Source: an optimization exercise on an open RTL-to-GDS flow (aim: small area, a short achievable clock period and few clock cycles per item). Production flows keep margins and buffers that such runs may drop.
Only simulation tests tie the RTL to the original design; equivalence was not proved.

## RC6encryption
module RC6encryption(
	input		wire			  	inClk,
	input		wire				inReset,
	input		wire				inKeyWr,
	input		wire				inDataWr,
	input 	wire 	[127:0] 	inData,
	input		wire	[255:0] 	inKey,
	output 	wire 	[127:0] 	outData,
	output	wire				outBusy
	);
==> flow/config.mk <==
export PLATFORM = sky130hd
export DESIGN_NAME = RC6encryption
export DESIGN_NICKNAME = RC6encryption
export VERILOG_FILES = /design/flow/design.v
export SDC_FILE = /design/flow/constraint.sdc
export NUM_CORES = 4
export LEC_CHECK = 0
export CAP_MARGIN = 30
export CORE_MARGIN = 2
export CORE_UTILIZATION = 62
export CTS_CLUSTER_DIAMETER = 60
export CTS_CLUSTER_SIZE = 25
export SLEW_MARGIN = 30
export SYNTH_HIERARCHICAL = 1
==> flow/constraint.sdc <==
create_clock -name core_clock -period 20.0 [get_ports {inClk}]
set_input_delay 4.0000 -clock core_clock [delete_from_list [all_inputs] [get_ports {inClk}]]
set_output_delay 4.0000 -clock core_clock [all_outputs]
set_load 0.01 [all_outputs]
standard.sh (not shown) runs the stock make flow with config.mk's settings and CLKGATE_MAP_FILE= SYNTH_SCRIPT=/design/flow/synth_recipe.tcl, a recipe that flattens the netlist after the stock synthesis.
==> flow/flow/run.sh <==
#!/bin/bash
# The standard ORFS layout (the standard.sh: unchanged synthesis and steps)
# with two knobs the settings list does not offer:
#  - the port buffers that every input and output gets are buf_2 cells.
set -euo pipefail
bash standard.sh SETUP_SLACK_MARGIN=14.45 "BUFFER_PORTS_ARGS=-buffer_cell sky130_fd_sc_hd__buf_2" finish > standard.log 2>&1
Testbench counts at the start, summed over its fixed seeds: cycles 42,560, items 320.
Next try:
--- a/flow/config.mk
+++ b/flow/config.mk
@@ -6,9 +6,9 @@
 export NUM_CORES = 4
 export LEC_CHECK = 0
-export CAP_MARGIN = 30
+export CAP_MARGIN = 20
 export CORE_MARGIN = 2
-export CORE_UTILIZATION = 62
+export CORE_UTILIZATION = 55
 export CTS_CLUSTER_DIAMETER = 60
 export CTS_CLUSTER_SIZE = 25
-export SLEW_MARGIN = 30
+export SLEW_MARGIN = 20
 export SYNTH_HIERARCHICAL = 1
Global-route usage falls by 3.2 points.
Via count falls by about 0.9%.
Wire length grows by 0.53%.
Cell count grows by about 2.7%.
Synthesized cell count is unchanged.
Critical path depth came out lower by 1.
Sequential share of layout area is lower by 0.25 points.
Worst hold slack improved by 0.038 ns.
Next try:
==> flow/run.sh (new file) <==
#!/bin/bash
# synth_recipe.tcl (not shown) runs the flow's synth.tcl, then flattens the netlist and writes it again
# the make line also repeats each setting of config.mk as NAME=value (left out here)
make -C /OpenROAD-flow-scripts/flow DESIGN_CONFIG=/design/flow/config.mk WORK_HOME=/design/flow/orfs CLKGATE_MAP_FILE= SYNTH_SCRIPT=/design/flow/synth_recipe.tcl finish
--- a/flow/config.mk
+++ b/flow/config.mk
@@ -6,9 +6,9 @@
 export NUM_CORES = 4
 export LEC_CHECK = 0
-export CAP_MARGIN = 20
+export CAP_MARGIN = 30
 export CORE_MARGIN = 2
 export CORE_UTILIZATION = 55
 export CTS_CLUSTER_DIAMETER = 60
 export CTS_CLUSTER_SIZE = 25
-export SLEW_MARGIN = 20
+export SLEW_MARGIN = 30
 export SYNTH_HIERARCHICAL = 1
removed: flow/flow/run.sh
removed: flow/standard.sh
Effect:
- The new run completed without violations
- flip-flop and latch count stays the same
- global-route usage went down by 0.35 points
- setup slack loses 1.2 ns
- register-to-register slack loses 0.57 ns
- die area does not change
- clock-buffer cell count went down by 5
- design area went up by 1.2%
- critical path depth went up by 4
- synthesized area does not change
Next try:
==> flow/flow/run.sh (new file) <==
#!/bin/bash
# The standard ORFS layout (the standard.sh: unchanged synthesis and steps)
# with two knobs the settings list does not offer:
#  - the port buffers that every input and output gets are buf_1 cells.
set -euo pipefail
bash standard.sh SETUP_SLACK_MARGIN=14.45 "BUFFER_PORTS_ARGS=-buffer_cell sky130_fd_sc_hd__buf_1" finish > standard.log 2>&1
==> flow/standard.sh (new file) <==
#!/bin/bash
# synth_recipe.tcl (not shown) runs the flow's synth.tcl, then flattens the netlist and writes it again
# the make line also repeats each setting of config.mk as NAME=value (left out here)
make -C /OpenROAD-flow-scripts/flow DESIGN_CONFIG=/design/flow/config.mk WORK_HOME=/design/flow/orfs CLKGATE_MAP_FILE= SYNTH_SCRIPT=/design/flow/synth_recipe.tcl "${@:-finish}"
--- a/flow/config.mk
+++ b/flow/config.mk
@@ -11,4 +11,5 @@
 export CTS_CLUSTER_DIAMETER = 60
 export CTS_CLUSTER_SIZE = 25
+export GPL_ROUTABILITY_DRIVEN = 0
 export SLEW_MARGIN = 30
 export SYNTH_HIERARCHICAL = 1
removed: flow/run.sh
Via count grows by 1.3%.
Utilization decreases by 1.3 points.
Design area falls by 2.1%.
Clock-buffer cell count falls by 6.

-- port drivers added, routing unchanged --
How much do the figures lean on ideal ports? The routed layouts below were timed once more, with nothing changed but the port constraints.
Step 1 assumes that a clkbuf_16 drives the clock port and a buf_2 every other input.
Step 2 times the ports against the registers' clock, not the clock port: input delays grow and output delays shrink by t, the midpoint of the rising clock arrivals with the driver on.
Slacks: no drivers / after step 1 / after step 2; pairs: no drivers / after step 1.
run	shift t [ns]	slack for setup (ns)	worst setup path at the end
the first run	0.844	14.421 / 14.336 / 13.774	input to register
the second run	0.867	14.434 / 14.353 / 13.726	input to register
the third run	0.858	13.249 / 13.301 / 12.444	input to register
the fourth run	0.851	14.401 / 14.316 / 13.882	input to register
After both steps setup and hold are still met in every run listed. For the third run, which loses most, drivers alone change the setup slack by +0.052 ns; drivers and shift together by -0.805 ns.
